From an optimization exercise on the open Yosys and OpenROAD flow, aimed at small area; shortcuts taken in it are not production practice.
Only simulation tests tie the RTL to the original design; equivalence was not proved.
Power figures rest on the tool's default switching activity, not on a simulated workload.

**config.mk**
```make
export PLATFORM = sky130hd
export DESIGN_NAME = WaveGenerator
export DESIGN_NICKNAME = WaveGenerator
export VERILOG_FILES = /design/flow/design.v
export SDC_FILE = /design/flow/constraint.sdc
export NUM_CORES = 4
export LEC_CHECK = 0
export CAP_MARGIN = 20
export CORE_MARGIN = 2
export CORE_UTILIZATION = 40
export CTS_BUF_LIST = sky130_fd_sc_hd__clkbuf_4 sky130_fd_sc_hd__clkbuf_8
export SLEW_MARGIN = 20
```
**constraint.sdc**
```tcl
create_clock -name core_clock -period 6.0 [get_ports {clk}]
set_input_delay 1.2000 -clock core_clock [delete_from_list [all_inputs] [get_ports {clk}]]
set_output_delay 1.2000 -clock core_clock [all_outputs]
set_load 0.01 [all_outputs]
```
**design.v**
```verilog
module NCO #(N = 32, B = 8)(
  input clk,
  input rst,                  
  input [N-1:0] ctrl,         
  output reg [15:0] sin_out   
);
function automatic [N-1:0] add;
  input [N-1:0] a, b;
  integer i, k;
  reg c, G, P;
  reg [N-1:0] g, p;
  begin
    g = a & b;
    p = a ^ b;
    c = 1'b0;
    for (k = 0; k < N; k = k + B) begin
      G = 1'b0; P = 1'b1;
      for (i = k; i < k + B; i = i + 1) begin
        G = g[i] | (p[i] & G);
        P = P & p[i];
      end
      for (i = k; i < k + B; i = i + 1) begin
        add[i] = p[i] ^ c;
        c = g[i] | (p[i] & c);
      end
      c = G | (P & c);
    end
  end
endfunction
reg [N-1:0] phase;
reg [7:0] ph1, ph2;
always @(posedge clk) begin
  if (rst)
    phase <= {N{1'b0}};
  else
    phase <= add(phase, ctrl);
  ph1 <= phase[N-1:N-8];
  ph2 <= ph1;
end
reg [5:0] sin_lut_sel;
reg [15:0] sin_lut_val;
always @(*) begin
  sin_lut_sel = ph2[6] ? ~(ph2[5:0]-1'b1) : ph2[5:0];
  if (ph2[6] & ~|ph2[5:0]) begin
    sin_out = ph2[7] ? 16'b10000000_00000001 : 16'b01111111_11111111;
  end else begin
    sin_out = ph2[7] ? (~sin_lut_val+1'b1) : sin_lut_val;
  end
  case(sin_lut_sel)
    6'h00 : sin_lut_val = 16'h0000;
    6'h01 : sin_lut_val = 16'h0324;
    6'h02 : sin_lut_val = 16'h0648;
    6'h03 : sin_lut_val = 16'h096A;
    6'h04 : sin_lut_val = 16'h0C8C;
    6'h05 : sin_lut_val = 16'h0FAB;
    6'h06 : sin_lut_val = 16'h12C8;
    6'h07 : sin_lut_val = 16'h15E2;
    6'h08 : sin_lut_val = 16'h18F9;
    6'h09 : sin_lut_val = 16'h1C0B;
    6'h0A : sin_lut_val = 16'h1F1A;
    6'h0B : sin_lut_val = 16'h2223;
    6'h0C : sin_lut_val = 16'h2528;
    6'h0D : sin_lut_val = 16'h2826;
    6'h0E : sin_lut_val = 16'h2B1F;
    6'h0F : sin_lut_val = 16'h2E11;
    6'h10 : sin_lut_val = 16'h30FB;
    6'h11 : sin_lut_val = 16'h33DF;
    6'h12 : sin_lut_val = 16'h36BA;
    6'h13 : sin_lut_val = 16'h398C;
    6'h14 : sin_lut_val = 16'h3C56;
    6'h15 : sin_lut_val = 16'h3F17;
    6'h16 : sin_lut_val = 16'h41CE;
    6'h17 : sin_lut_val = 16'h447A;
    6'h18 : sin_lut_val = 16'h471C;
    6'h19 : sin_lut_val = 16'h49B4;
    6'h1A : sin_lut_val = 16'h4C3F;
    6'h1B : sin_lut_val = 16'h4EBF;
    6'h1C : sin_lut_val = 16'h5133;
    6'h1D : sin_lut_val = 16'h539B;
    6'h1E : sin_lut_val = 16'h55F5;
    6'h1F : sin_lut_val = 16'h5842;
    6'h20 : sin_lut_val = 16'h5A82;
    6'h21 : sin_lut_val = 16'h5CB3;
    6'h22 : sin_lut_val = 16'h5ED7;
    6'h23 : sin_lut_val = 16'h60EB;
    6'h24 : sin_lut_val = 16'h62F1;
    6'h25 : sin_lut_val = 16'h64E8;
    6'h26 : sin_lut_val = 16'h66CF;
    6'h27 : sin_lut_val = 16'h68A6;
    6'h28 : sin_lut_val = 16'h6A6D;
    6'h29 : sin_lut_val = 16'h6C23;
    6'h2A : sin_lut_val = 16'h6DC9;
    6'h2B : sin_lut_val = 16'h6F5E;
    6'h2C : sin_lut_val = 16'h70E2;
    6'h2D : sin_lut_val = 16'h7254;
    6'h2E : sin_lut_val = 16'h73B5;
    6'h2F : sin_lut_val = 16'h7504;
    6'h30 : sin_lut_val = 16'h7641;
    6'h31 : sin_lut_val = 16'h776B;
    6'h32 : sin_lut_val = 16'h7884;
    6'h33 : sin_lut_val = 16'h7989;
    6'h34 : sin_lut_val = 16'h7A7C;
    6'h35 : sin_lut_val = 16'h7B5C;
    6'h36 : sin_lut_val = 16'h7C29;
    6'h37 : sin_lut_val = 16'h7CE3;
    6'h38 : sin_lut_val = 16'h7D89;
    6'h39 : sin_lut_val = 16'h7E1D;
    6'h3A : sin_lut_val = 16'h7E9C;
    6'h3B : sin_lut_val = 16'h7F09;
    6'h3C : sin_lut_val = 16'h7F61;
    6'h3D : sin_lut_val = 16'h7FA6;
    6'h3E : sin_lut_val = 16'h7FD8;
    6'h3F : sin_lut_val = 16'h7FF5;
  endcase
end
endmodule
module Chirp #(N = 32, B = 8)(
  input clk,
  input rst,
  input [7:0] delay,           
  input reverse,               
  input [N-1:0] min_ctrl,      
  input [N-1:0] max_ctrl,      
  input [N-1:0] inc_rate,      
  input [N-1:0] div_rate,      
  output reg nco_reset,        
  output reg [N-1:0] nco_ctrl  
);
function automatic ge;
  input [N-1:0] a, b;
  integer i, k;
  reg c, G, T;
  begin
    c = 1'b1;
    for (k = 0; k < N; k = k + B) begin
      G = 1'b0; T = 1'b1;
      for (i = k; i < k + B; i = i + 1) begin
        G = (a[i] & ~b[i]) | ((a[i] | ~b[i]) & G);
        T = T & (a[i] | ~b[i]);
      end
      c = G | (T & c);
    end
    ge = c;
  end
endfunction
function automatic [N-1:0] add;
  input [N-1:0] a, b;
  input ci;
  integer i, k;
  reg c, G, P;
  reg [N-1:0] g, p;
  begin
    g = a & b;
    p = a ^ b;
    c = ci;
    for (k = 0; k < N; k = k + B) begin
      G = 1'b0; P = 1'b1;
      for (i = k; i < k + B; i = i + 1) begin
        G = g[i] | (p[i] & G);
        P = P & p[i];
      end
      for (i = k; i < k + B; i = i + 1) begin
        add[i] = p[i] ^ c;
        c = g[i] | (p[i] & c);
      end
      c = G | (P & c);
    end
  end
endfunction
function automatic [N-1:0] dec;
  input [N-1:0] a;
  integer i, k;
  reg c, P;
  begin
    c = 1'b1;
    for (k = 0; k < N; k = k + B) begin
      P = ~|a[k +: B];
      for (i = k; i < k + B; i = i + 1) begin
        dec[i] = a[i] ^ c;
        c = c & ~a[i];
      end
      c = P & c;
    end
  end
endfunction
wire [N-1:0] stt_ctrl = reverse ? max_ctrl : min_ctrl;
wire end_flag = reverse ? ge(min_ctrl, nco_ctrl) : ge(nco_ctrl, max_ctrl);
reg [N-1:0] rate_count_n;     
reg [7:0] delay_count;
wire step = ge(~div_rate, rate_count_n);
wire [N-1:0] nco_step = add(nco_ctrl, inc_rate ^ {N{reverse}}, reverse);
always @(posedge clk) begin
  if (rst) begin
    rate_count_n <= {N{1'b1}};
    delay_count <= 8'b0;
    nco_reset <= 1'b1;
    nco_ctrl <= {N{1'b0}};
  end else begin
    if (end_flag) begin
      nco_ctrl <= stt_ctrl;
      rate_count_n <= dec(rate_count_n);
    end else if (step) begin
      nco_ctrl <= nco_step;
      rate_count_n <= {N{1'b1}};
    end else
      rate_count_n <= dec(rate_count_n);
    if (end_flag) begin
      if (delay_count >= delay)
        delay_count <= 8'b0;
      else
        delay_count <= delay_count + 1'b1;
    end
    nco_reset <= |delay_count;
  end
end
endmodule
module WaveGenerator #(N = 32, M = 16)(
  input clk,
  input rst,
  input chirp_reverse,             
  input [7:0] chirp_delay,         
  input [N-1:0] chirp_min_ctrl,    
  input [N-1:0] chirp_max_ctrl,    
  input [N-1:0] chirp_inc_rate,    
  input [N-1:0] chirp_div_rate,    
  output [M-1:0] waveform          
);
wire chirp_nco_reset;
wire [N-1:0] chirp_nco_ctrl;
NCO #(.N(N)) NCO0 (
  .clk     ( clk             ),
  .rst     ( chirp_nco_reset ),
  .ctrl    ( chirp_nco_ctrl  ),
  .sin_out ( waveform        )
);
Chirp #(.N(N)) Chirp0 (
  .clk       ( clk             ),
  .rst       ( rst             ),
  .delay     ( chirp_delay     ),
  .reverse   ( chirp_reverse   ),
  .min_ctrl  ( chirp_min_ctrl  ),
  .max_ctrl  ( chirp_max_ctrl  ),
  .inc_rate  ( chirp_inc_rate  ),
  .div_rate  ( chirp_div_rate  ),
  .nco_reset ( chirp_nco_reset ),
  .nco_ctrl  ( chirp_nco_ctrl  )
);
endmodule
```
**flow/run.sh**
```bash
#!/bin/bash
# Standard ORFS layout, with these changes:
#  - synthesis maps logic with an area-oriented ABC script (flow/abc.script)
#    and leaves adders as plain logic (no full/half-adder cells); registers
#    are the standard synthesis's (same passes up to mapping, same names)
#  - ports are buffered with the smallest buffer
set -u
W=$(pwd)
export MY_ABC_SCRIPT=$W/flow/abc.script
export MY_NO_FA=1
bash standard.sh SYNTH_SCRIPT=$W/flow/my_synth.tcl \
  BUFFER_PORTS_ARGS="-buffer_cell sky130_fd_sc_hd__buf_1" finish > standard.log 2>&1
```
**flow/abc.script**
```
strash
ifraig
dch
map -D 4500
topo
stime -c
```
**flow/my_synth.tcl**
```tcl
proc synth {args} { yosys synth -nofsm -noshare {*}$args }
if { [info exists ::env(MY_ABC_SCRIPT)] && $::env(MY_ABC_SCRIPT) ne "" } {
  proc abc {args} {
    set i [lsearch -exact $args -script]
    if { $i >= 0 } { set args [lreplace $args $i [expr {$i + 1}] -script $::env(MY_ABC_SCRIPT)] }
    set i [lsearch -exact $args -D]
    if { $i >= 0 && [info exists ::env(MY_ABC_D)] } { set args [lreplace $args $i [expr {$i + 1}] -D $::env(MY_ABC_D)] }
    puts "my abc: $args"
    yosys abc {*}$args
  }
}
if { [info exists ::env(MY_NO_FA)] && $::env(MY_NO_FA) eq "1" } {
  proc extract_fa {args} { puts "extract_fa skipped" }
}
source $::env(SCRIPTS_DIR)/synth.tcl
# left out here: clear keep_hierarchy, flatten, clean up, hide names made inside functions, write 1_2_yosys.v
```
**standard.sh**
```bash
#!/bin/bash
# synth_recipe.tcl (not shown) runs the flow's synth.tcl, then flattens the netlist and writes it again
# the make line also repeats each setting of config.mk as NAME=value (left out here)
make -C /OpenROAD-flow-scripts/flow DESIGN_CONFIG=/design/flow/config.mk WORK_HOME=/design/flow/orfs CLKGATE_MAP_FILE= SYNTH_SCRIPT=/design/flow/synth_recipe.tcl "${@:-finish}"
```
==> key figures, run 1 <==
CTS
  – Clock buffer depth: 2
  – CTS tree: done
  – H-tree levels: 4
  – Reg clk slew, reported paths: 0.09 ns
  – Root buffer cell: clkbuf_8
  – Post-CTS Hold Buffers: 0
  – CTS buffer count: 17
  – Clock sinks: 121
  – Clock Latency Late Sink: 0.46 ns

Yosys
  – Top FF cell, synth: dfxtp_1
  – Syn avg cell area: 6.46 um2
  – Syn Inst Count: 1349
  – YS warnings: 2
  – Number of synthesized flops with an enable pin: 0
  – Top post-synthesis cells by area: dfxtp_1 28%, nand2_1 10%, o21ai_0 7.7%
  – Cell taking the most area after synthesis: dfxtp_1
  – Post-synth cell types: 36
  – Share of synthesized registers carrying an async set or reset: 0
  – #FFs+latches synth: 121
  – Syn nets: 1488
  – Mapped Area: 8710 um2
  – Top cell type's share of synthesized area: 0.278
  – Seq/Total Area, Yosys: 0.278

Power
  – Clk pwr share: 0.294
  – Leak: 4.27 nW
  – Sw frac: 0.387
  – Sw power: 1.08 mW
  – Sequential Power Share: 0.330
  – Internal: 1.72 mW
  – PwrDens: 250 nW/um2
  – Maximum vdd drop: 0.128 mV
  – Combinational power share: 0.376

Floorplanning
  – Die Area: 23000 um2
  – DIE HEIGHT: 152 um
  – Placeable Area: 21200 um2
  – Starting Density: 0.410
  – Die width: 152 um
  – I/O pin cnt: 155
  – Std-Cell Rows: 53

Global route
  – Initial antenna violation count: 1
  – Met1 Resource Use GR: 0.298
  – Vias in the first global route: 9135
  – Grt ovf: 0
  – Gr busiest metal: met2
  – Met2 usage: 0.390
  – Met3 usage: 0.0398
  – Largest net degree at the start of global routing: 51
  – First-pass GRT wire length: 43000 um
  – All-Layer GR Usage: 0.232

Placed design
  – Setup WS pre-CTS: -0.866 ns
  – Dpl cells: 1841
  – Routability cong.: 0.911
  – Port bufs: 154
  – DP HPWL: 19600 um

STA
  – Max transition margin: 0.311
  – Minimum clock period after layout: 5.83 ns
  – Final Setup Violations: 0
  – Final Cycle Share: 0.971
  – Hold Vio Cnt, Final: 0
  – Slew at the pin closest to its max-slew limit: 1.01 ns
  – Slew Limit Fails: 0
  – Fmax achieved: 172 MHz
  – Final WS setup: 0.174 ns
  – Setup Skew: 0.0203 ns
  – WHS: 0.329 ns

Worst setup path
  – Critical Path Start: chirp_reverse
  – Worst-path maximum fanout: 3
  – CP Capture Type: flip-flop
  – Crit Path Category: in2reg
  – Startpoint Class: primary input
  – CP arrival: 6.20 ns
  – Worst EP required: 6.37 ns
  – Worst stage delay on the critical path: 0.17 ns
  – Reg-to-Reg Start: Chirp0.nco_ctrl[1]
  – CP dominant cell by count: buf_4
  – Slowest stage cell on the critical path: xor2_1

Routing
  – # DRC: 0
  – Initial detailed-routing violation count: 569
  – Final WL: 26800 um
  – Vias: 10200
  – First-pass DRT Iterations: 5
  – Via density per instance: 5.35
  – Post-route ant nets: 0
  – Mean routed wirelength per cell: 14.0 um

Hold path
  – Min-delay src: NCO0.ph1[1]
  – Hold crit path type: reg2reg

Job
  – Max Cap Viol: 0

Outcome
  – Status: finished clean

Cells and area
  – Most common cell after layout, fill and taps aside: nand2_1
  – Fill count: 2189
  – Share of cells above drive strength 1: 0.151
  – Commonest cells after routing, fill and taps aside: 232 x nand2_1, 170 x clkinv_1, 157 x nor2_1
  – Layout Cells excl Fill: 1917
  – Nets: 1767
  – Syn-to-layout area delta: 28.5%
==> Yosys cell counts, drive strengths merged (4+ instances only) <==
master,count
nand2,242
clkinv,176
nor2,172
o21ai,134
dfxtp,121
a21oi,103
xor2,54
nand3,49
o22ai,38
a31oi,37
o211ai,37
xnor2,32
a22oi,26
or2,22
nor3,16
a21boi,12
o221ai,12
o21bai,10
a211oi,7
a21o,7
nand3b,6
o31ai,5
o21a,4
==> per-layer routing <==
metal | wire length [um] | up-vias | share of wire
met2 | 12500 | 322 | 0.47
li1 | - | 5264 | -
met3 | 1570 | 53 | 0.059
met4 | 756 | 0 | 0.028
met1 | 11900 | 4608 | 0.44
met5 | 0 | - | 0
==> layout make-up <==
cell class,count,area (um2),share of cell area
antenna,1,2.50,0.000224
clock buffer,17,234,0.0209
clock inverter,15,205,0.0183
inverter,176,661,0.0590
multi-input combinational,1052,5910,0.528
sequential,121,2420,0.217
tap,275,344,0.0307
timing repair buffer,260,1410,0.126
==> cell families (layout without fill, tap and decap cells) <==
family                   count (synthesis)  after routing  synth area share
AND/OR/NAND/NOR                        513            513             0.241
XOR/XNOR                                86             86            0.0865
adder cells (fa/ha/maj)                  3              3           0.00345
other                                    0              1                 0
AO/OA/AOI/OAI                          450            450             0.315
flip-flops                             121            121             0.278
buffers and inverters                  176            468            0.0759
==> worst max-delay path: cells and delay by family <==
kind | cells | cell delay (ns)
AO/OA/AOI/OAI | 1 | 0.16
XOR/XNOR | 3 | 0.45
buffers and inverters | 28 | 3.41
AND/OR/NAND/NOR | 13 | 0.98
==> worst paths after layout <==
path	end	slack, ns	cells after the start
max	Chirp0.nco_ctrl[7]	0.17	45
min reg2reg	NCO0.ph2[1]	0.33	0
min	NCO0.ph2[1]	0.33	0
max reg2reg	Chirp0.nco_ctrl[7]	0.59	45
==> sequential cells by signal, summed over array words and instances, names as in the netlist <==
signal and count:
NCO0.ph2 8, NCO0.phase 32, Chirp0.nco_reset 1, Chirp0.delay_count 8
NCO0.ph1 8, Chirp0.rate_count_n 32, Chirp0.nco_ctrl 32
==> power groups by stage <==
stage / clock [mW] / combinational, mW / sequential [mW]
after global placement: 0 / 0.916 / 0.942
final: 0.822 / 1.05 / 0.925
after detailed placement: 0 / 0.920 / 0.942
after global routing: 0.882 / 1.17 / 0.935
after floorplan: 0 / 0.608 / 0.929
after CTS: 0.846 / 1.01 / 0.924
==> metrics by stage <==
step            util  setup TNS [ns]  power, mW  area, um2
2_1_floorplan      -               0       1.54       8710
3_3_place_gp   0.477           -2.58       1.86      10100
3_5_place_dp   0.477           -3.84       1.86      10100
4_1_cts        0.518          -0.216       2.78      11000
5_1_grt        0.527         -0.0607       2.99      11200
6_report       0.527               0       2.80      11200
==> repair_timing <==
item / in CTS / in global routing
pin swaps: 28 / 39
endpoints found under the setup margin: 7 / 18
buffers inserted: 43 / 5
resized for setup: 26 / 68
==> run 2, diff against run 1 <==
==> flow/abc.script (replaced) <==
strash
ifraig
dch
map -D 5000
topo
stime -c
--- a/config.mk
+++ b/config.mk
@@ -9,4 +9,5 @@
 export CORE_MARGIN = 2
 export CORE_UTILIZATION = 40
 export CTS_BUF_LIST = sky130_fd_sc_hd__clkbuf_4 sky130_fd_sc_hd__clkbuf_8
+export GPL_TIMING_DRIVEN = 0
 export SLEW_MARGIN = 20
==> run 2 against run 1 <==
  * Count of clock-buffer cells in the layout up 3
  * Final cell count up 2.6%
  * Non-clock buffer count down 8
  * Final area up 0.87%
  * Clock power down 12%
  * Synthesized area up 0.32%
  * Critical path type unchanged
  * Largest cell class unchanged
==> key figures, run 2 <==
CTS
  – CTS buffer count: 17
  – Clock sinks: 121
  – Post-CTS Hold Buffers: 0
  – Root buffer cell: clkbuf_8
  – Clock Latency Late Sink: 0.43 ns
  – Reg clk slew, reported paths: 0.07 ns
  – H-tree levels: 4
  – Clock buffer depth: 2
  – CTS tree: done

Outcome
  – Status: finished clean

STA
  – RSZ-0062 raised after global routing: true
  – Minimum clock period after layout: 5.85 ns
  – WHS: 0.329 ns
  – Hold Vio Cnt, Final: 0
  – Fmax achieved: 171 MHz
  – Final Setup Violations: 0
  – Slew at the pin closest to its max-slew limit: 0.999 ns
  – Final WS setup: 0.145 ns
  – Setup Skew: 0.0142 ns
  – Final Cycle Share: 0.976
  – Max transition margin: 0.327
  – Slew Limit Fails: 0
  – TNS Setup: 0 ns

Yosys
  – Post-synth cell types: 36
  – Adder-Cell Fraction of Synth Area: 0.00344
  – Synth Area in Compound Gates: 0.267
  – YS warnings: 2
  – Area fraction in and, or, nand and nor cells after synthesis: 0.305
  – Share of synthesized registers carrying an async set or reset: 0
  – Seq/Total Area, Yosys: 0.277
  – Largest family of logic cells by synthesized area: simple AND/OR/NAND/NOR gates
  – Most common cell in the netlist: nand2_1
  – Most frequent cells after synthesis: 355 x nand2_1, 181 x clkinv_1, 144 x nor2_1, 121 x dfxtp_1, 110 x o21ai_0
  – Top FF cell, synth: dfxtp_1
  – Syn Inst Count: 1401
  – Mapped Area: 8740 um2
  – Number of synthesized flops with an enable pin: 0
  – Top post-synthesis cells by area: dfxtp_1 28%, nand2_1 15%, clkinv_1 7.8%
  – Cell taking the most area after synthesis: dfxtp_1
  – Multiplexer area fraction after synthesis: 0
  – Syn nets: 1540
  – #FFs+latches synth: 121
  – XOR/XNOR Fraction of Synth Area: 0.0692
  – Syn avg cell area: 6.24 um2
  – Top cell type's share of synthesized area: 0.277

Floorplanning
  – Placeable Area: 21600 um2
  – Starting Density: 0.404
  – DIE HEIGHT: 152 um
  – Die Area: 23000 um2
  – Die width: 152 um
  – Std-Cell Rows: 54
  – I/O pin cnt: 155

Hold path
  – Min-delay src: NCO0.ph1[7]
  – Hold worst-path end: NCO0.ph2[7]
  – Hold crit path type: reg2reg
  – Hold Crit Depth: 0

Cells and area
  – Layout Cells excl Fill: 1967
  – Reg area: 2430 um2
  – Most common cell after layout, fill and taps aside: nand2_1
  – Fill count: 2256
  – Syn-to-layout area delta: 29.2%
  – Share of cells above drive strength 1: 0.164
  – Multi-input combinational cell area: 5980 um2
  – Final Util: 0.522
  – Regs by FF count: Chirp0.nco_ctrl (32), Chirp0.rate_count_n (32), NCO0.phase (32)
  – Post-route cell area: 11300 um2
  – Nets: 1811
  – Commonest cells after routing, fill and taps aside: 288 x nand2_1, 169 x clkinv_1, 151 x buf_1

Global route
  – Gr busiest metal: met2
  – First-pass GRT wire length: 45000 um
  – All-Layer GR Usage: 0.243
  – Vias in the first global route: 9595
  – Initial antenna violation count: 2
  – Met2 usage: 0.418
  – Met1 Resource Use GR: 0.299
  – Met3 usage: 0.0431
  – Grt ovf: 0
  – Largest net degree at the start of global routing: 52

Power
  – PwrDens: 241 nW/um2
  – Total Power: 2.73 mW
  – Leak: 4.50 nW
  – Maximum vdd drop: 0.114 mV

Worst setup path
  – CP arrival: 6.16 ns
  – Cells on worst reg2reg path: 41
  – Slowest stage cell on the critical path: o21ai_2
  – Worst stage delay on the critical path: 0.15 ns
  – Reg-to-Reg Start: Chirp0.nco_ctrl[1]
  – CP dominant cell by count: buf_4
  – CP Capture Type: flip-flop
  – R2r setup slk: 0.52 ns
  – Worst EP required: 6.30 ns
  – R2R Path End: Chirp0.nco_ctrl[2]
  – Startpoint Class: primary input
  – Worst-path maximum fanout: 6
  – Crit Path Category: in2reg

Placed design
  – Routability cong.: 0.915
  – DP HPWL: 19200 um
  – Setup WS pre-CTS: -1.55 ns
  – Dpl cells: 1842
  – DP Area: 9800 um2
  – Port bufs: 154

Routing
  – # DRC: 0
  – Mean routed wirelength per cell: 14.2 um
  – Via density per instance: 5.34
  – First-pass DRT Iterations: 5
  – Vias: 10500
  – Final WL: 28000 um
  – Post-route ant nets: 0
  – Initial detailed-routing violation count: 455

Job
  – Max Cap Viol: 0
run 2: cell count changes after synthesis, sizes merged, moves of 9 or more:
cell,before,now
a21boi,12,2
a21oi,103,81
nand2,242,355
nand3,49,92
nor2,172,144
o21ai,134,110
o21bai,10,1
xor2,54,37
run 2: final cells by class:
| cell class | count | area share |
|---|---|---|
| Antenna cell | 2 | 0.000443 |
| Inverter | 181 | 0.0608 |
| Clock inverter | 12 | 0.0111 |
| Timing Repair Buffer | 252 | 0.128 |
| Tap cell | 280 | 0.0310 |
| Clock buffer | 20 | 0.0238 |
| Sequential cell | 121 | 0.215 |
| Multi-Input combinational cell | 1099 | 0.530 |
run 2: worst max-delay path, delay by kind of cell:
family                    cells  cell delay [ns]
and+or+nand+nor               2             0.14
buffers and inverters        37             4.47
AOI/OAI and AO/OA             2             0.23
xor gates and xnor gates      1             0.14
run 2: logic make-up after synthesis:
family          Yosys count
compound gates          381
simple gates            646
flops                   121
xor+xnor                 69
fa+ha+maj                 3
buf+inv                 181
run 2: how the worst max path moves through the flow:
stage / start / end / slack (ns) / cells past startpoint
finish: chirp_reverse / Chirp0.nco_ctrl[2] / 0.15 / 42
global route: chirp_reverse / Chirp0.nco_ctrl[31] / -0.23 / 60
CTS: chirp_reverse / Chirp0.nco_ctrl[31] / -0.07 / 61
detailed placement: chirp_reverse / Chirp0.nco_ctrl[31] / -1.55 / 61
global placement: chirp_reverse / Chirp0.rate_count_n[31] / -4.42 / 9
floorplan: chirp_reverse / Chirp0.nco_ctrl[31] / 0.11 / 59
run 2: routing by layer:
| layer | routed length, um | vias to the layer above | part of all wire |
|---|---|---|---|
| met1 | 12300 | 4767 | 0.44 |
| met3 | 1390 | 64 | 0.050 |
| met5 | 0 | - | 0 |
| met4 | 820 | 0 | 0.029 |
| met2 | 13500 | 290 | 0.48 |
| li1 | - | 5386 | - |
run 2: what timing repair did:
action,CTS,global route
pin swaps,14,25
buffers inserted,84,17
setup endpoints to repair,15,29
cloned,2,0
resized for setup,35,98
run 2: power breakdown:
group	internal (mW)	total, mW	leakage [nW]	switching [mW]
clock	0.393	0.727	0.198	0.334
combinational	0.430	1.07	3.31	0.638
sequential	0.865	0.931	0.990	0.0658
total	1.69	2.73	4.50	1.04
==> run 3, diff against run 2 <==
--- a/config.mk
+++ b/config.mk
@@ -9,5 +9,4 @@
 export CORE_MARGIN = 2
 export CORE_UTILIZATION = 40
 export CTS_BUF_LIST = sky130_fd_sc_hd__clkbuf_4 sky130_fd_sc_hd__clkbuf_8
-export GPL_TIMING_DRIVEN = 0
 export SLEW_MARGIN = 20
==> run 3 against run 2 <==
  * Fmax increased by 4.1%
  * Combinational power decreased by about 10%
  * Sequential share of layout area increased by 1.0 points
  * Flip-flop and latch count unchanged
  * Final cell count decreased by 1.9%
  * First-iteration DRC count decreased by 8.6%
  * Largest cell class unchanged
==> key figures, run 3 <==
Outcome
  – Status: finished clean

STA
  – Setup Skew: 0.0209 ns
  – RSZ-0062 raised after global routing: true
  – Final Setup Violations: 0
  – Slew at the pin closest to its max-slew limit: 0.863 ns
  – Minimum clock period after layout: 5.63 ns
  – Final WS setup: 0.375 ns
  – Final Cycle Share: 0.938
  – Max transition margin: 0.421
  – Fmax achieved: 178 MHz
  – Slew Limit Fails: 0
  – TNS Setup: 0 ns
  – Hold Vio Cnt, Final: 0
  – WHS: 0.328 ns

Power
  – Internal: 1.62 mW
  – Sw power: 1.04 mW
  – PwrDens: 246 nW/um2
  – Sw frac: 0.391
  – Combinational power share: 0.362
  – Clk pwr share: 0.287
  – Maximum vdd drop: 0.127 mV
  – Leak: 4.28 nW
  – Sequential Power Share: 0.350

Floorplanning
  – I/O pin cnt: 155
  – Die Area: 23000 um2
  – DIE HEIGHT: 152 um
  – Starting Density: 0.404
  – Die width: 152 um
  – Placeable Area: 21600 um2
  – Std-Cell Rows: 54

Routing
  – Initial detailed-routing violation count: 416
  – Final WL: 26200 um
  – Vias: 10200
  – First-pass DRT Iterations: 5
  – # DRC: 0
  – Post-route ant nets: 0
  – Via density per instance: 5.26
  – Mean routed wirelength per cell: 13.6 um

Placed design
  – Dpl cells: 1886
  – DP HPWL: 19700 um
  – Setup WS pre-CTS: -0.126 ns
  – Port bufs: 154
  – Routability cong.: 0.951

Worst setup path
  – Crit Path Category: in2reg
  – CP dominant cell by count: nand2_1
  – Reg-to-Reg Start: Chirp0.rate_count_n[1]
  – Worst-path maximum fanout: 7
  – Worst stage delay on the critical path: 0.21 ns
  – Worst EP required: 6.37 ns
  – CP Capture Type: flip-flop
  – Slowest stage cell on the critical path: a21o_2
  – Critical Path Start: chirp_reverse
  – Worst setup path endpoint: Chirp0.nco_ctrl[31]
  – R2r setup slk: 0.68 ns
  – Startpoint Class: primary input
  – R2R Path End: Chirp0.rate_count_n[31]
  – Cells on worst reg2reg path: 44
  – CP arrival: 6.00 ns

Cells and area
  – Fill count: 2278
  – Share of cells above drive strength 1: 0.120
  – Final Util: 0.499
  – Most common cell after layout, fill and taps aside: nand2_1
  – Nets: 1774
  – Layout Cells excl Fill: 1930
  – Syn-to-layout area delta: 23.6%
  – Commonest cells after routing, fill and taps aside: 325 x nand2_1, 173 x clkinv_1, 151 x buf_1
  – Regs by FF count: Chirp0.nco_ctrl (32), Chirp0.rate_count_n (32), NCO0.phase (32)

CTS
  – CTS tree: done
  – Reg clk slew, reported paths: 0.09 ns
  – Clock sinks: 121
  – CTS buffer count: 17
  – Clock buffer depth: 2
  – Root buffer cell: clkbuf_8
  – H-tree levels: 4
  – Clock Latency Late Sink: 0.44 ns

Yosys
  – YS warnings: 2
  – Most common cell in the netlist: nand2_1
  – Top post-synthesis cells by area: dfxtp_1 28%, nand2_1 15%, clkinv_1 7.8%
  – Number of synthesized flops with an enable pin: 0
  – Syn nets: 1540
  – Most frequent cells after synthesis: 355 x nand2_1, 181 x clkinv_1, 144 x nor2_1, 121 x dfxtp_1, 110 x o21ai_0
  – Seq/Total Area, Yosys: 0.277
  – Share of synthesized registers carrying an async set or reset: 0
  – #FFs+latches synth: 121
  – Top FF cell, synth: dfxtp_1
  – Post-synth cell types: 36
  – Syn Inst Count: 1401
  – Top cell type's share of synthesized area: 0.277
  – Cell taking the most area after synthesis: dfxtp_1
  – Syn avg cell area: 6.24 um2
  – Mapped Area: 8740 um2

Hold path
  – Hold crit path type: reg2reg

Global route
  – First-pass GRT wire length: 42000 um
  – Initial antenna violation count: 2
  – All-Layer GR Usage: 0.226
  – Vias in the first global route: 9093
  – Largest net degree at the start of global routing: 51
  – Grt ovf: 0

Job
  – Max Cap Viol: 0
-- run 3: cell types whose count changed in the layout (fill, tap and decap cells not counted), moves of 8 or more --
cell,change
buf_4,-29
clkinv_2,-8
inv_6,+8
nand2_1,+37
nand2_2,-35
-- run 3: how the worst min path moves through the flow --
| stage | depth (start not counted) | endpoint | start |
|---|---|---|---|
| after floorplan | 0 | NCO0.ph2[0] | NCO0.ph1[0] |
| final | 0 | NCO0.ph2[2] | NCO0.ph1[2] |
| after global routing | 0 | NCO0.ph2[5] | NCO0.ph1[5] |
| after detailed placement | 0 | NCO0.ph2[1] | NCO0.ph1[1] |
| after CTS | 0 | NCO0.ph2[2] | NCO0.ph1[2] |
| after global placement | 0 | NCO0.ph2[7] | NCO0.ph1[7] |
-- run 3: layout make-up --
class	instances	area, um2	share of cell area
flip-flops and latches	121	2430	0.225
inverters	181	679	0.0629
multi-input cells	1099	5860	0.542
clock inverters	15	176	0.0163
clock buffers	17	234	0.0217
well taps	280	350	0.0324
repair buffers	215	1070	0.0989
diodes	2	5.00	0.000464
-- run 3: metal layers --
layer | share of wire | vias to the layer above | routed length (um) | global-route usage
li1 | - | 5305 | - | -
met4 | 0.023 | 0 | 603 | 0.0861
met3 | 0.053 | 47 | 1390 | 0.0377
met5 | 0 | - | 0 | 0
met1 | 0.45 | 4549 | 11800 | 0.283
met2 | 0.47 | 258 | 12400 | 0.387
-- run 3: per-stage QoR --
stage	instance area, um2	total power [mW]
5_1_grt	10800	2.85
2_1_floorplan	8740	1.54
6_report	10800	2.65
4_1_cts	10500	2.64
3_3_place_gp	10100	1.86
3_5_place_dp	10100	1.86
-- run 3: cells by family (layout without fill, tap and decap cells) --
family,Yosys count,after routing,share of synthesized area
AOI/OAI and AO/OA,381,381,0.267
xor gates and xnor gates,69,69,0.0692
adders and majority gates,3,3,0.00344
buffers and inverters,181,428,0.0778
DFF,121,121,0.277
other,0,2,0
and+or+nand+nor,646,646,0.305
-- run 3: power groups by stage --
stage                     combinational (mW)  sequential [mW]  clock [mW]
after floorplan                        0.614            0.930           0
after global placement                 0.913            0.946           0
after detailed placement               0.916            0.947           0
after CTS                              0.920            0.929       0.788
after global routing                    1.09            0.941       0.824
final                                  0.962            0.930       0.763
-- run 3: timing repair --
action | CTS | global route
hold buffers | 0 | 0
setup buffers | 1 | 9
pin swaps | 1 | 23
resized for setup | 1 | 92
setup endpoints to repair | 1 | 14
-- run 3: worst max-delay path: cells and delay by family --
| family | cells | cell delay (ns) |
|---|---|---|
| and+or+nand+nor | 49 | 3.04 |
| AOI/OAI and AO/OA | 6 | 0.96 |
| buffers and inverters | 3 | 0.41 |
| xor gates and xnor gates | 2 | 0.37 |
==> run 4, diff against run 3 <==
--- a/flow/run.sh
+++ b/flow/run.sh
@@ -9,4 +9,6 @@
 export MY_ABC_SCRIPT=$W/flow/abc.script
 export MY_NO_FA=1
 bash standard.sh SYNTH_SCRIPT=$W/flow/my_synth.tcl \
-  BUFFER_PORTS_ARGS="-buffer_cell sky130_fd_sc_hd__buf_1" finish > standard.log 2>&1
+  BUFFER_PORTS_ARGS="-buffer_cell sky130_fd_sc_hd__buf_1" \
+  SETUP_MOVE_SEQUENCE=unbuffer,sizeup,swap,clone \
+  RECOVER_POWER=100 finish > standard.log 2>&1
--- a/flow/my_synth.tcl
+++ b/flow/my_synth.tcl
@@ -6,7 +6,17 @@
     set i [lsearch -exact $args -D]
     if { $i >= 0 && [info exists ::env(MY_ABC_D)] } { set args [lreplace $args $i [expr {$i + 1}] -D $::env(MY_ABC_D)] }
     puts "my abc: $args"
-    yosys abc {*}$args
+    if { [info exists ::env(MY_ABC_KEEP_SCRIPT)] && [info exists ::env(SYNTH_KEEP_MODULES)] } {
+      set kargs $args
+      set i [lsearch -exact $kargs -script]
+      set kargs [lreplace $kargs $i [expr {$i + 1}] -script $::env(MY_ABC_KEEP_SCRIPT)]
+      foreach m $::env(SYNTH_KEEP_MODULES) {
+        yosys abc {*}$kargs $m
+      }
+      yosys abc {*}$args $::env(DESIGN_NAME)
+    } else {
+      yosys abc {*}$args
+    }
   }
 }
 if { [info exists ::env(MY_NO_FA)] && $::env(MY_NO_FA) eq "1" } {
==> run 4 against run 3 <==
  * Non-clock buffer count fell by 10
  * Register-to-register slack hardly changed
  * Sequential share of layout area grew 0.14 points
  * Wire length decreased by 0.49%
  * Clock skew about the same
  * Total power decreased by 0.39%
  * Flip-flop and latch count unchanged
  * First-iteration DRC count rose by 1.2%
  * Critical path type unchanged
  * Critical endpoint unchanged
  * Largest cell class unchanged
  * Largest power group unchanged
==> key figures, run 4 <==
Worst setup path
  – CP arrival: 5.97 ns
  – Worst-path maximum fanout: 7
  – Critical Path Start: chirp_reverse
  – CP Capture Type: flip-flop
  – Startpoint Class: primary input
  – R2r setup slk: 0.68 ns
  – Crit Path Category: in2reg
  – Worst EP required: 6.38 ns
  – Slowest stage cell on the critical path: xor2_1
  – Worst stage delay on the critical path: 0.20 ns
  – Reg-to-Reg Start: Chirp0.rate_count_n[1]
  – CP dominant cell by count: nand2_1

Placed design
  – Setup WS pre-CTS: -0.126 ns
  – DP HPWL: 19700 um
  – Port bufs: 154
  – Routability cong.: 0.951
  – DP Area: 10100 um2
  – Dpl cells: 1886

Yosys
  – Area fraction in and, or, nand and nor cells after synthesis: 0.305
  – #FFs+latches synth: 121
  – Synth Area in Compound Gates: 0.267
  – Adder-Cell Fraction of Synth Area: 0.00344
  – Mapped Area: 8740 um2
  – Share of synthesized registers carrying an async set or reset: 0
  – Largest family of logic cells by synthesized area: simple AND/OR/NAND/NOR gates
  – Most common cell in the netlist: nand2_1
  – Top FF cell, synth: dfxtp_1
  – Cell taking the most area after synthesis: dfxtp_1
  – Seq/Total Area, Yosys: 0.277
  – Most frequent cells after synthesis: 355 x nand2_1, 181 x clkinv_1, 144 x nor2_1, 121 x dfxtp_1, 110 x o21ai_0
  – YS warnings: 2
  – Top cell type's share of synthesized area: 0.277
  – Number of synthesized flops with an enable pin: 0
  – Syn Inst Count: 1401
  – Multiplexer area fraction after synthesis: 0
  – Syn avg cell area: 6.24 um2
  – Post-synth cell types: 36
  – XOR/XNOR Fraction of Synth Area: 0.0692
  – Top post-synthesis cells by area: dfxtp_1 28%, nand2_1 15%, clkinv_1 7.8%
  – Syn nets: 1540

CTS
  – Reg clk slew, reported paths: 0.09 ns
  – Clock buffer depth: 2
  – Root buffer cell: clkbuf_8
  – Clock Latency Late Sink: 0.44 ns
  – CTS buffer count: 17
  – Clock sinks: 121
  – CTS tree: done
  – H-tree levels: 4
  – Post-CTS setup buffers: 0

STA
  – Setup Skew: 0.0208 ns
  – WHS: 0.328 ns
  – Slew Limit Fails: 0
  – Final Cycle Share: 0.932
  – Hold Vio Cnt, Final: 0
  – TNS Setup: 0 ns
  – RSZ-0062 raised after global routing: true
  – Final WS setup: 0.406 ns
  – Max transition margin: 0.414
  – Fmax achieved: 179 MHz
  – Minimum clock period after layout: 5.59 ns
  – Final Setup Violations: 0
  – Slew at the pin closest to its max-slew limit: 0.874 ns

Cells and area
  – Most common cell after layout, fill and taps aside: nand2_1
  – Nets: 1764
  – Reg area: 2430 um2
  – Share of cells above drive strength 1: 0.117
  – Multi-input combinational cell area: 5870 um2
  – Syn-to-layout area delta: 22.8%
  – Layout Cells excl Fill: 1920
  – Fill count: 2280
  – Post-route cell area: 10700 um2
  – Commonest cells after routing, fill and taps aside: 321 x nand2_1, 173 x clkinv_1, 151 x buf_1
  – Regs by FF count: Chirp0.nco_ctrl (32), Chirp0.rate_count_n (32), NCO0.phase (32)
  – Final Util: 0.496

Routing
  – Final WL: 26100 um
  – First-pass DRT Iterations: 5
  – # DRC: 0
  – Post-route ant nets: 0
  – Mean routed wirelength per cell: 13.6 um
  – Via density per instance: 5.28
  – Vias: 10100
  – Initial detailed-routing violation count: 421

Floorplanning
  – I/O pin cnt: 155
  – Placeable Area: 21600 um2
  – Starting Density: 0.404
  – Std-Cell Rows: 54
  – DIE HEIGHT: 152 um
  – Die Area: 23000 um2
  – Die width: 152 um

Global route
  – Initial antenna violation count: 2
  – First-pass GRT wire length: 42000 um
  – Grt ovf: 0
  – Vias in the first global route: 9074
  – Largest net degree at the start of global routing: 51
  – All-Layer GR Usage: 0.226

Power
  – Leak: 4.24 nW
  – Maximum vdd drop: 0.127 mV
  – PwrDens: 246 nW/um2
  – Total Power: 2.64 mW

Job
  – Max Cap Viol: 0

Hold path
  – Min-delay src: NCO0.ph1[2]
  – Hold crit path type: reg2reg

Outcome
  – Status: finished clean
run 4: cell counts after synthesis:
Identical to the previous run, type by type.
run 4: worst max-delay path, delay by kind of cell:
family                    cells  cell delay [ns]
AOI/OAI and AO/OA             6             0.95
buffers and inverters         3             0.41
xor gates and xnor gates      2             0.37
and+or+nand+nor              49             3.03
run 4: metal layers:
layer	wire, um	global-route usage	part of all wire
met1	11700	0.283	0.45
met2	12300	0.388	0.47
met3	1400	0.0377	0.054
met4	637	0.0861	0.024
met5	0	0	0
run 4: cells by family after synthesis:
| family | count (synthesis) |
|---|---|
| AOI/OAI and AO/OA | 381 |
| xor gates and xnor gates | 69 |
| adders and majority gates | 3 |
| buffers and inverters | 181 |
| DFF | 121 |
| and+or+nand+nor | 646 |
run 4: what timing repair did:
item                                    4_1_cts  5_1_grt
pin swaps                                     1       24
hold endpoints to repair                      0        0
gates resized for setup                       2       95
endpoints found under the setup margin        1       14
gates cloned                                  0        0
hold buffers                                  0        0
run 4: area by class of cell:
class | count | area share
clock inverters | 15 | 0.0164
flip-flops and latches | 121 | 0.226
diodes | 2 | 0.000466
clock buffers | 17 | 0.0218
well taps | 280 | 0.0326
multi-input cells | 1099 | 0.547
inverters | 181 | 0.0633
repair buffers | 205 | 0.0925
run 4: where the power goes:
group          switching, mW  leakage, nW  internal (mW)
Sequential            0.0651        0.989          0.865
Clock                  0.378        0.203          0.385
Combinational          0.593         3.05          0.357
run 4: worst paths after layout:
path,endpoint,cells past startpoint
worst max register to register,Chirp0.rate_count_n[31],44
worst min register to register,NCO0.ph2[2],0
worst min-delay path,NCO0.ph2[2],0
worst max-delay path,Chirp0.nco_ctrl[31],60
==> run 5, diff against run 4 <==
==> flow/abc.script (replaced) <==
strash
ifraig
dch
map -D 5000
topo
upsize -c
dnsize -c
topo
stime -c
==> run 5 against run 4 <==
  * Sequential power hardly changed
  * Worst setup slack improved by 0.061 ns
  * Combinational power shrank 1%
  * Global-route usage decreased by 0.48 points
  * Total power fell by 2.0%
  * Clock skew down 0.0021 ns
  * Still clean on timing, DRC and antenna
  * Utilization decreased by 1.0 points
  * Clock power down 5.2%
  * Sequential share of layout area is 0.28 points higher
==> key figures, run 5 <==
Yosys
  – Most frequent cells after synthesis: 308 x nand2_1, 181 x clkinv_1, 144 x nor2_1, 121 x dfxtp_1, 108 x o21ai_0
  – Top cell type's share of synthesized area: 0.272
  – Syn nets: 1540
  – Mapped Area: 8890 um2
  – Top post-synthesis cells by area: dfxtp_1 27%, nand2_1 13%, clkinv_1 7.6%
  – YS warnings: 2
  – #FFs+latches synth: 121
  – Cell taking the most area after synthesis: dfxtp_1
  – Most common cell in the netlist: nand2_1
  – Top FF cell, synth: dfxtp_1
  – Post-synth cell types: 43
  – Share of synthesized registers carrying an async set or reset: 0
  – Syn Inst Count: 1401
  – Number of synthesized flops with an enable pin: 0
  – Seq/Total Area, Yosys: 0.272
  – Syn avg cell area: 6.35 um2

CTS
  – Reg clk slew, reported paths: 0.08 ns
  – Clock sinks: 121
  – Root buffer cell: clkbuf_8
  – H-tree levels: 4
  – Clock Latency Late Sink: 0.45 ns
  – Post-CTS setup buffers: 0
  – CTS buffer count: 17
  – CTS tree: done
  – Clock buffer depth: 2

STA
  – Slew at the pin closest to its max-slew limit: 0.902 ns
  – Max transition margin: 0.395
  – TNS Setup: 0 ns
  – Slew Limit Fails: 0
  – Fmax achieved: 181 MHz
  – Hold Vio Cnt, Final: 0
  – Setup Skew: 0.0187 ns
  – Final Cycle Share: 0.922
  – Final Setup Violations: 0
  – Minimum clock period after layout: 5.53 ns

Worst setup path
  – Slowest stage cell on the critical path: xor2_1
  – R2R Path End: NCO0.phase[31]
  – Worst-path maximum fanout: 9
  – Worst EP required: 6.38 ns
  – Crit Path Category: in2reg
  – Worst stage delay on the critical path: 0.22 ns
  – CP arrival: 5.91 ns
  – Cells on worst reg2reg path: 62
  – R2r setup slk: 0.63 ns
  – Cell family with most CP delay: simple AND/OR/NAND/NOR gates
  – CP dominant cell by count: nand2_2
  – Startpoint Class: primary input
  – CP Buf/Inv Count: 2
  – Reg-to-Reg Start: Chirp0.nco_ctrl[0]
  – CP Capture Type: flip-flop

Power
  – Sw power: 1.05 mW
  – Sw frac: 0.406
  – Internal: 1.54 mW
  – PwrDens: 244 nW/um2
  – Leak: 4.11 nW
  – Clk pwr share: 0.279
  – Combinational power share: 0.362
  – Maximum vdd drop: 0.129 mV
  – Sequential Power Share: 0.359

Floorplanning
  – Std-Cell Rows: 54
  – Die width: 153 um
  – DIE HEIGHT: 153 um
  – Placeable Area: 21800 um2
  – Starting Density: 0.408
  – Die Area: 23400 um2
  – I/O pin cnt: 155

Routing
  – Mean routed wirelength per cell: 13.9 um
  – Initial detailed-routing violation count: 473
  – First-pass DRT Iterations: 5
  – Via density per instance: 5.30
  – Vias: 10000
  – Final WL: 26200 um
  – # DRC: 0
  – Post-route ant nets: 0

Cells and area
  – Most common cell after layout, fill and taps aside: nand2_1
  – Syn-to-layout area delta: 19.3%
  – Share of cells above drive strength 1: 0.136
  – Post-route cell area: 10600 um2
  – Layout Cells excl Fill: 1889
  – Nets: 1734
  – Commonest cells after routing, fill and taps aside: 263 x nand2_1, 171 x clkinv_1, 151 x buf_1
  – Regs by FF count: Chirp0.nco_ctrl (32), Chirp0.rate_count_n (32), NCO0.phase (32)

Placed design
  – Routability cong.: 0.957
  – DP HPWL: 19700 um
  – Dpl cells: 1856
  – DP Area: 9990 um2
  – Port bufs: 154

Global route
  – All-Layer GR Usage: 0.221
  – First-pass GRT wire length: 43500 um
  – Vias in the first global route: 9294
  – Grt ovf: 0
  – Largest net degree at the start of global routing: 51
  – Initial antenna violation count: 1

Hold path
  – Min-delay src: NCO0.ph1[3]
  – Hold crit path type: reg2reg
  – Hold worst-path end: NCO0.ph2[3]
  – Hold Crit Depth: 0

Outcome
  – Status: finished clean

Job
  – Max Cap Viol: 0
[run 5: cell types whose count changed in the layout (fill, tap and decap cells not counted), sizes merged]
| cell | before | now |
|---|---|---|
| buf | 204 | 173 |
| bufinv | 2 | 1 |
| clkbuf | 18 | 19 |
| clkinv | 174 | 173 |
| clkinvlp | 2 | 3 |
| diode | 2 | 1 |
| inv | 18 | 19 |
[run 5: layer usage]
| metal | GRT usage | vias up | part of all wire |
|---|---|---|---|
| met2 | 0.376 | 285 | 0.47 |
| met5 | 0 | - | 0 |
| met1 | 0.281 | 4456 | 0.45 |
| li1 | - | 5220 | - |
| met4 | 0.0741 | 0 | 0.023 |
| met3 | 0.0408 | 43 | 0.054 |
[run 5: repair_timing]
item	4_1_cts	5_1_grt
hold buffers	0	0
resized for setup	8	89
pin swaps	7	38
gates cloned	0	0
endpoints found under the setup margin	2	12
[run 5: worst max path at each step]
stage,startpoint,end,depth (start not counted)
5_1_grt,Chirp0.nco_ctrl[0],NCO0.phase[31],62
3_5_place_dp,chirp_reverse,Chirp0.nco_ctrl[31],59
4_1_cts,Chirp0.rate_count_n[0],Chirp0.rate_count_n[31],44
3_3_place_gp,chirp_reverse,Chirp0.nco_ctrl[31],59
2_1_floorplan,chirp_reverse,Chirp0.nco_ctrl[31],59
6_report,chirp_reverse,Chirp0.nco_ctrl[31],59
[run 5: power by group through the flow]
stage               clock, mW  combinational, mW  sequential (mW)
floorplan                   0              0.645            0.930
global placement            0              0.913            0.946
detailed placement          0              0.915            0.948
CTS                     0.745              0.920            0.929
global route            0.784               1.06            0.942
finish                  0.724              0.937            0.930
[run 5: worst reg2reg max path: cells and delay by family (launching register included)]
| kind | cells | cell delay (ns) |
|---|---|---|
| flip-flops | 1 | 0.38 |
| adder cells (fa/ha/maj) | 2 | 0.47 |
| AND/OR/NAND/NOR | 56 | 4.08 |
| AO/OA/AOI/OAI | 2 | 0.24 |
| buffers and inverters | 2 | 0.11 |
[run 5: layout make-up]
class	count	area [um2]
Timing Repair Buffer	175	743
Fill cell	2295	11200
Clock inverter	15	151
Tap cell	280	350
Antenna cell	1	2.50
Sequential cell	121	2430
Inverter	181	682
Clock buffer	17	234
Multi-Input combinational cell	1099	6010
[run 5: cell families after synthesis]
logic type,Yosys count,synth area share
AO/OA/AOI/OAI,381,0.265
XOR/XNOR,69,0.0680
adder cells (fa/ha/maj),3,0.00338
buffers and inverters,181,0.0764
flip-flops,121,0.272
AND/OR/NAND/NOR,646,0.315
[run 5: metrics by stage]
step                       util  total power, mW  setup WS, ns  hold WS [ns]
after floorplan               -             1.58         0.471         0.310
after global placement    0.458             1.86        0.0981         0.311
after detailed placement  0.458             1.86       -0.0493         0.312
after CTS                 0.476             2.59        0.0699         0.329
after global routing      0.486             2.79       -0.0711         0.332
final                     0.486             2.59         0.467         0.328
==> run 6, diff against run 5 <==
--- a/flow/run.sh
+++ b/flow/run.sh
@@ -10,5 +10,5 @@
 export MY_NO_FA=1
 bash standard.sh SYNTH_SCRIPT=$W/flow/my_synth.tcl \
   BUFFER_PORTS_ARGS="-buffer_cell sky130_fd_sc_hd__buf_1" \
-  SETUP_MOVE_SEQUENCE=unbuffer,sizeup,swap,clone \
+  CTS_ARGS="-sink_clustering_enable -repair_clock_nets -dont_use_dummy_load -buf_list sky130_fd_sc_hd__clkbuf_8" \
   RECOVER_POWER=100 finish > standard.log 2>&1
==> run 6 against run 5 <==
  * Sequential share of layout area rose by 0.39 points
  * Clock skew increased by 0.020 ns
  * Global-route usage decreased by 0.14 points
  * Hold slack worse by 0.0051 ns
  * Total power shrank 7.7%
  * Sequential power hardly changed
  * Clock power decreased by 27%
  * Die area unchanged
  * Worst setup slack got worse by 0.051 ns
  * Combinational power about the same
  * Still clean
  * Synthesized cell count unchanged
  * Fmax decreased by 0.92%
==> key figures, run 6 <==
Global route
  – Largest net degree at the start of global routing: 51
  – Met1 Resource Use GR: 0.281
  – Met3 usage: 0.0388
  – Met2 usage: 0.372
  – Grt ovf: 0
  – Gr busiest metal: met2
  – Initial antenna violation count: 1
  – First-pass GRT wire length: 43200 um
  – Vias in the first global route: 9218
  – All-Layer GR Usage: 0.220

STA
  – TNS Setup: 0 ns
  – Fmax achieved: 179 MHz
  – Final Setup Violations: 0
  – Slew at the pin closest to its max-slew limit: 0.877 ns
  – Final Cycle Share: 0.931
  – Final WS setup: 0.416 ns
  – Minimum clock period after layout: 5.58 ns
  – Hold Vio Cnt, Final: 0
  – Max transition margin: 0.412
  – Slew Limit Fails: 0
  – Setup Skew: 0.0388 ns
  – RSZ-0062 raised after global routing: true

Floorplanning
  – Die width: 153 um
  – Die Area: 23400 um2
  – Std-Cell Rows: 54
  – Starting Density: 0.408
  – I/O pin cnt: 155
  – Placeable Area: 21800 um2
  – DIE HEIGHT: 153 um

Yosys
  – Top FF cell, synth: dfxtp_1
  – Top cell type's share of synthesized area: 0.272
  – Syn Inst Count: 1401
  – YS warnings: 2
  – XOR/XNOR Fraction of Synth Area: 0.0680
  – Most common cell in the netlist: nand2_1
  – Top post-synthesis cells by area: dfxtp_1 27%, nand2_1 13%, clkinv_1 7.6%
  – Share of synthesized registers carrying an async set or reset: 0
  – Adder-Cell Fraction of Synth Area: 0.00338
  – Area fraction in and, or, nand and nor cells after synthesis: 0.315
  – Cell taking the most area after synthesis: dfxtp_1
  – Multiplexer area fraction after synthesis: 0
  – Mapped Area: 8890 um2
  – #FFs+latches synth: 121
  – Syn avg cell area: 6.35 um2
  – Synth Area in Compound Gates: 0.265
  – Most frequent cells after synthesis: 308 x nand2_1, 181 x clkinv_1, 144 x nor2_1, 121 x dfxtp_1, 108 x o21ai_0
  – Post-synth cell types: 43
  – Largest family of logic cells by synthesized area: simple AND/OR/NAND/NOR gates
  – Syn nets: 1540
  – Number of synthesized flops with an enable pin: 0
  – Seq/Total Area, Yosys: 0.272

Cells and area
  – Regs by FF count: Chirp0.nco_ctrl (32), Chirp0.rate_count_n (32), NCO0.phase (32)
  – Reg area: 2430 um2
  – Multi-input combinational cell area: 5950 um2
  – Fill count: 2303
  – Share of cells above drive strength 1: 0.114
  – Most common cell after layout, fill and taps aside: nand2_1
  – Commonest cells after routing, fill and taps aside: 284 x nand2_1, 173 x clkinv_1, 152 x buf_1
  – Nets: 1739
  – Syn-to-layout area delta: 17.2%

Routing
  – Final WL: 26000 um
  – Mean routed wirelength per cell: 13.8 um
  – # DRC: 0
  – First-pass DRT Iterations: 4
  – Vias: 9963
  – Initial detailed-routing violation count: 458
  – Post-route ant nets: 0
  – Via density per instance: 5.30

Worst setup path
  – Crit Path Category: in2reg
  – Worst EP required: 6.35 ns
  – CP Capture Type: flip-flop
  – Worst-path maximum fanout: 9
  – Slowest stage cell on the critical path: xor2_1
  – Worst stage delay on the critical path: 0.22 ns
  – CP dominant cell by count: nand2_2
  – Startpoint Class: primary input
  – CP arrival: 5.93 ns

Power
  – Internal: 1.45 mW
  – PwrDens: 229 nW/um2
  – Clk pwr share: 0.220
  – Sw frac: 0.394
  – Leak: 4.04 nW
  – Sequential Power Share: 0.390
  – Sw power: 941 uW
  – Maximum vdd drop: 0.127 mV
  – Combinational power share: 0.390

Placed design
  – DP HPWL: 19700 um
  – Routability cong.: 0.957
  – Port bufs: 154
  – Setup WS pre-CTS: -0.0493 ns

CTS
  – Clock sinks: 121
  – CTS buffer count: 17
  – Clock buffer depth: 2
  – Post-CTS Hold Buffers: 0
  – Clock Latency Late Sink: 0.45 ns
  – Root buffer cell: clkbuf_8
  – H-tree levels: 4
  – CTS tree: done
  – Reg clk slew, reported paths: 0.06 ns

Outcome
  – Status: finished clean

Job
  – Max Cap Viol: 0

Hold path
  – Hold crit path type: reg2reg
-- run 6: final cells by class --
cell class,instances,area share
timing repair buffer,180,0.0748
antenna,1,0.000240
tap,280,0.0336
multi-input combinational,1099,0.571
inverter,181,0.0652
clock buffer,17,0.0224
sequential,121,0.233
-- run 6: layer usage --
layer | vias to the layer above | part of all wire
met2 | 282 | 0.47
met1 | 4427 | 0.46
met3 | 47 | 0.054
li1 | 5207 | -
met5 | - | 0
met4 | 0 | 0.022
-- run 6: path summary, 6_finish.rpt --
path | start | endpoint | cells past startpoint | slack (ns)
max | chirp_reverse | Chirp0.nco_ctrl[31] | 59 | 0.42
min | NCO0.ph1[5] | NCO0.ph2[5] | 0 | 0.32
max reg2reg | Chirp0.rate_count_n[0] | Chirp0.rate_count_n[31] | 44 | 0.68
min reg2reg | NCO0.ph1[5] | NCO0.ph2[5] | 0 | 0.32
-- run 6: what timing repair did --
item | 4_1_cts | 5_1_grt
endpoints found under the setup margin | 1 | 12
buffers inserted | 1 | 4
pin swaps | 2 | 12
resized for setup | 3 | 64
gates cloned | 0 | 0
endpoints found under the hold margin | 0 | 0
-- run 6: power groups by stage --
stage | Sequential, mW | Clock [mW] | Combinational (mW)
final | 0.931 | 0.526 | 0.934
after global placement | 0.946 | 0 | 0.913
after CTS | 0.931 | 0.550 | 0.918
after global routing | 0.942 | 0.582 | 1.06
after detailed placement | 0.948 | 0 | 0.915
after floorplan | 0.930 | 0 | 0.645
-- run 6: critical path: cells and delay by family --
| family | cells | cell delay (ns) |
|---|---|---|
| and+or+nand+nor | 49 | 3.08 |
| AOI/OAI and AO/OA | 6 | 0.96 |
| buffers and inverters | 2 | 0.29 |
| xor gates and xnor gates | 2 | 0.41 |
-- run 6: cells by family (layout without fill, tap and decap cells) --
logic type / count (synthesis) / after routing
compound gates: 381 / 381
other cells: 0 / 1
flops: 121 / 121
simple gates: 646 / 646
fa+ha+maj: 3 / 3
buf+inv: 181 / 378
xor+xnor: 69 / 69
-- run 6: stage by stage --
stage | util | hold slack (ns) | area [um2] | total power, mW | cells
2_1_floorplan | - | 0.310 | 8890 | 1.58 | 1401
3_3_place_gp | 0.458 | 0.311 | 9990 | 1.86 | 1856
3_5_place_dp | 0.458 | 0.312 | 9990 | 1.86 | 1856
4_1_cts | 0.469 | 0.324 | 10200 | 2.40 | 1874
5_1_grt | 0.478 | 0.327 | 10400 | 2.58 | 1879
6_report | 0.478 | 0.323 | 10400 | 2.39 | 1879
==> run 7, diff against run 6 <==
--- a/flow/run.sh
+++ b/flow/run.sh
@@ -11,4 +11,4 @@
 bash standard.sh SYNTH_SCRIPT=$W/flow/my_synth.tcl \
   BUFFER_PORTS_ARGS="-buffer_cell sky130_fd_sc_hd__buf_1" \
   CTS_ARGS="-sink_clustering_enable -repair_clock_nets -dont_use_dummy_load -buf_list sky130_fd_sc_hd__clkbuf_8" \
-  RECOVER_POWER=100 finish > standard.log 2>&1
+  GPL_KEEP_OVERFLOW=0 finish > standard.log 2>&1
--- a/config.mk
+++ b/config.mk
@@ -8,5 +8,4 @@
 export CAP_MARGIN = 20
 export CORE_MARGIN = 2
 export CORE_UTILIZATION = 40
-export CTS_BUF_LIST = sky130_fd_sc_hd__clkbuf_4 sky130_fd_sc_hd__clkbuf_8
 export SLEW_MARGIN = 20
==> run 7 against run 6 <==
  * Still clean on timing, DRC and antenna
  * Global-route usage shrank 0.28 points
  * First-iteration DRC count grew 3.7%
  * Hold slack gained 0.0019 ns
  * Utilization grew 1.1 points
==> key figures, run 7 <==
Yosys
  – Top post-synthesis cells by area: dfxtp_1 27%, nand2_1 13%, clkinv_1 7.6%
  – Top cell type's share of synthesized area: 0.272
  – #FFs+latches synth: 121
  – Most common cell in the netlist: nand2_1
  – Post-synth cell types: 43
  – Most frequent cells after synthesis: 308 x nand2_1, 181 x clkinv_1, 144 x nor2_1, 121 x dfxtp_1, 108 x o21ai_0
  – Syn Inst Count: 1401
  – Synth Area in Compound Gates: 0.265
  – Share of synthesized registers carrying an async set or reset: 0
  – Syn avg cell area: 6.35 um2
  – Seq/Total Area, Yosys: 0.272
  – Largest family of logic cells by synthesized area: simple AND/OR/NAND/NOR gates
  – Syn nets: 1540
  – XOR/XNOR Fraction of Synth Area: 0.0680
  – Cell taking the most area after synthesis: dfxtp_1
  – Mapped Area: 8890 um2
  – Adder-Cell Fraction of Synth Area: 0.00338
  – Top FF cell, synth: dfxtp_1
  – YS warnings: 2
  – Number of synthesized flops with an enable pin: 0
  – Area fraction in and, or, nand and nor cells after synthesis: 0.315
  – Multiplexer area fraction after synthesis: 0

Power
  – Sw frac: 0.394
  – Internal: 1.47 mW
  – Maximum vdd drop: 0.118 mV
  – PwrDens: 227 nW/um2
  – Total Power: 2.42 mW
  – Clk pwr share: 0.218
  – Sequential Power Share: 0.385
  – Leak: 4.15 nW
  – Sw power: 953 uW
  – Combinational power share: 0.397

Hold path
  – Min-delay src: NCO0.ph1[0]
  – Hold crit path type: reg2reg
  – Hold Crit Depth: 0

Worst setup path
  – CP dominant cell by count: nand2_2
  – Crit Path Category: in2reg
  – Worst stage delay on the critical path: 0.23 ns
  – CP Buf/Inv Count: 3
  – CP arrival: 6.13 ns
  – Worst EP required: 6.29 ns
  – Slowest stage cell on the critical path: a21o_4
  – Cell family with most CP delay: simple AND/OR/NAND/NOR gates
  – Critical Path Start: chirp_reverse
  – CP Capture Type: flip-flop
  – Startpoint Class: primary input
  – Cells on worst reg2reg path: 44
  – Critical path depth: 61
  – Reg-to-Reg Start: Chirp0.rate_count_n[0]
  – Worst-path maximum fanout: 7
  – R2r setup slk: 0.64 ns

Floorplanning
  – Die width: 153 um
  – Std-Cell Rows: 54
  – DIE HEIGHT: 153 um
  – Starting Density: 0.408
  – Placeable Area: 21800 um2
  – I/O pin cnt: 155
  – Die Area: 23400 um2

STA
  – Minimum clock period after layout: 5.83 ns
  – Final WS setup: 0.167 ns
  – Final Setup Violations: 0
  – RSZ-0062 raised after global routing: true
  – Slew Limit Fails: 0
  – Setup Skew: 0.0399 ns
  – Final Cycle Share: 0.972
  – Slew at the pin closest to its max-slew limit: 1.03 ns
  – Fmax achieved: 171 MHz
  – Hold Vio Cnt, Final: 0
  – Max transition margin: 0.294
  – TNS Setup: 0 ns

Routing
  – Vias: 10000
  – Mean routed wirelength per cell: 14.0 um
  – Post-route ant nets: 0
  – Final WL: 26500 um
  – # DRC: 0
  – First-pass DRT Iterations: 7
  – Via density per instance: 5.30
  – Initial detailed-routing violation count: 475

CTS
  – CTS tree: done
  – Clock buffer depth: 2
  – H-tree levels: 4
  – Clock sinks: 121
  – Clock Latency Late Sink: 0.44 ns
  – Reg clk slew, reported paths: 0.05 ns
  – Root buffer cell: clkbuf_8
  – CTS buffer count: 17

Cells and area
  – Share of cells above drive strength 1: 0.120
  – Most common cell after layout, fill and taps aside: nand2_1
  – Regs by FF count: Chirp0.nco_ctrl (32), Chirp0.rate_count_n (32), NCO0.phase (32)
  – Final Util: 0.489
  – Syn-to-layout area delta: 20.0%
  – Commonest cells after routing, fill and taps aside: 286 x nand2_1, 167 x clkinv_1, 152 x buf_1
  – Post-route cell area: 10700 um2
  – Nets: 1751
  – ANT cells: 0

Job
  – Max Cap Viol: 0

Global route
  – All-Layer GR Usage: 0.217
  – Grt ovf: 0
  – Vias in the first global route: 9274
  – Initial antenna violation count: 0
  – Largest net degree at the start of global routing: 52
  – First-pass GRT wire length: 42800 um

Placed design
  – Port bufs: 154
  – DP Area: 9950 um2
  – Setup WS pre-CTS: -0.692 ns
  – Routability cong.: 0.956
  – DP HPWL: 19500 um

Outcome
  – Status: finished clean
[run 7: changes by cell type in the layout (fill, tap and decap cells not counted), sizes merged]
cell / before / now
buf: 178 / 189
clkinv: 173 / 170
clkinvlp: 0 / 2
clkbuf: 19 / 20
diode: 1 / 0
inv: 8 / 9
[run 7: metal layers]
layer	part of all wire	vias up	GRT usage
li1	-	5227	-
met1	0.46	4480	0.279
met2	0.48	262	0.367
met3	0.047	44	0.0354
met4	0.021	0	0.0750
met5	0	-	0
[run 7: worst paths after layout]
path,endpoint
max,Chirp0.nco_ctrl[30]
min,NCO0.ph2[0]
max reg2reg,Chirp0.rate_count_n[31]
min reg2reg,NCO0.ph2[0]
[run 7: per-stage QoR]
stage | cells | hold WS [ns]
detailed placement | 1841 | 0.312
CTS | 1858 | 0.325
global placement | 1835 | 0.311
global route | 1890 | 0.335
finish | 1890 | 0.325
floorplan | 1401 | 0.310
[run 7: cell families (layout without fill, tap and decap cells)]
logic type / after synthesis / in the layout
adder cells (fa/ha/maj): 3 / 3
AND/OR/NAND/NOR: 646 / 646
flip-flops: 121 / 121
buffers and inverters: 181 / 390
AO/OA/AOI/OAI: 381 / 381
XOR/XNOR: 69 / 69
[run 7: power by group through the flow]
stage	Clock (mW)	Combinational (mW)	Sequential, mW
floorplan	0	0.645	0.930
CTS	0.551	0.908	0.930
finish	0.528	0.960	0.931
detailed placement	0	0.902	0.947
global placement	0	0.893	0.947
global route	0.581	1.08	0.942
[run 7: repair_timing]
item	4_1_cts	5_1_grt
gates resized for setup	7	67
pin swaps	0	30
setup buffers	0	29
gates cloned	0	3
setup endpoints to repair	14	23
hold buffers	0	0
[run 7: final cells by class]
| class | count | area, um2 |
|---|---|---|
| clock buffers | 17 | 234 |
| multi-input cells | 1099 | 5960 |
| inverters | 181 | 691 |
| flip-flops and latches | 121 | 2430 |
| repair buffers | 192 | 1000 |
| well taps | 280 | 350 |
| fillers | 2349 | 11200 |
[run 7: worst reg2reg max path: cells and delay by family, from the launching register on]
family                 cells  cell delay (ns)
buffers and inverters     12             0.93
AO/OA/AOI/OAI              2             0.21
AND/OR/NAND/NOR           30             3.76
flip-flops                 1             0.34

## re-timing with driven ports
How much do the figures lean on ideal ports? The routed layouts below were timed once more, with nothing changed but the port constraints.
Step 1 sets driving cells, clkbuf_16 on the clock port and buf_2 on the other inputs (assumed; they add their load-dependent delay and slew).
Step 2 times the ports against the registers' clock, not the clock port: input delays grow and output delays shrink by t, the midpoint of the rising clock arrivals with the driver on.
Slacks: no drivers / after step 1 / after step 2; pairs: no drivers / after step 1.
run | shift t [ns] | setup slack, ns | worst register clock-pin slew, ns | worst data-port slew with drivers (ns)
run 1 | 0.486 | 0.174 / 0.175 / -0.312 | 0.09 / 0.09 | 0.07
run 2 | 0.474 | 0.145 / 0.099 / -0.375 | 0.08 / 0.08 | 0.13
run 3 | 0.475 | 0.375 / 0.346 / -0.129 | 0.09 / 0.09 | 0.10
run 4 | 0.476 | 0.406 / 0.376 / -0.100 | 0.09 / 0.09 | 0.10
run 5 | 0.487 | 0.467 / 0.424 / -0.063 | 0.09 / 0.09 | 0.11
run 6 | 0.469 | 0.416 / 0.366 / -0.103 | 0.09 / 0.09 | 0.12
run 7 | 0.467 | 0.167 / 0.100 / -0.367 | 0.09 / 0.09 | 0.17
With both steps, setup timing fails in every run listed, where it was met with ideal ports. The setup slack of run 7, which loses most, moves by -0.067 ns with the drivers and by -0.534 ns with both steps.
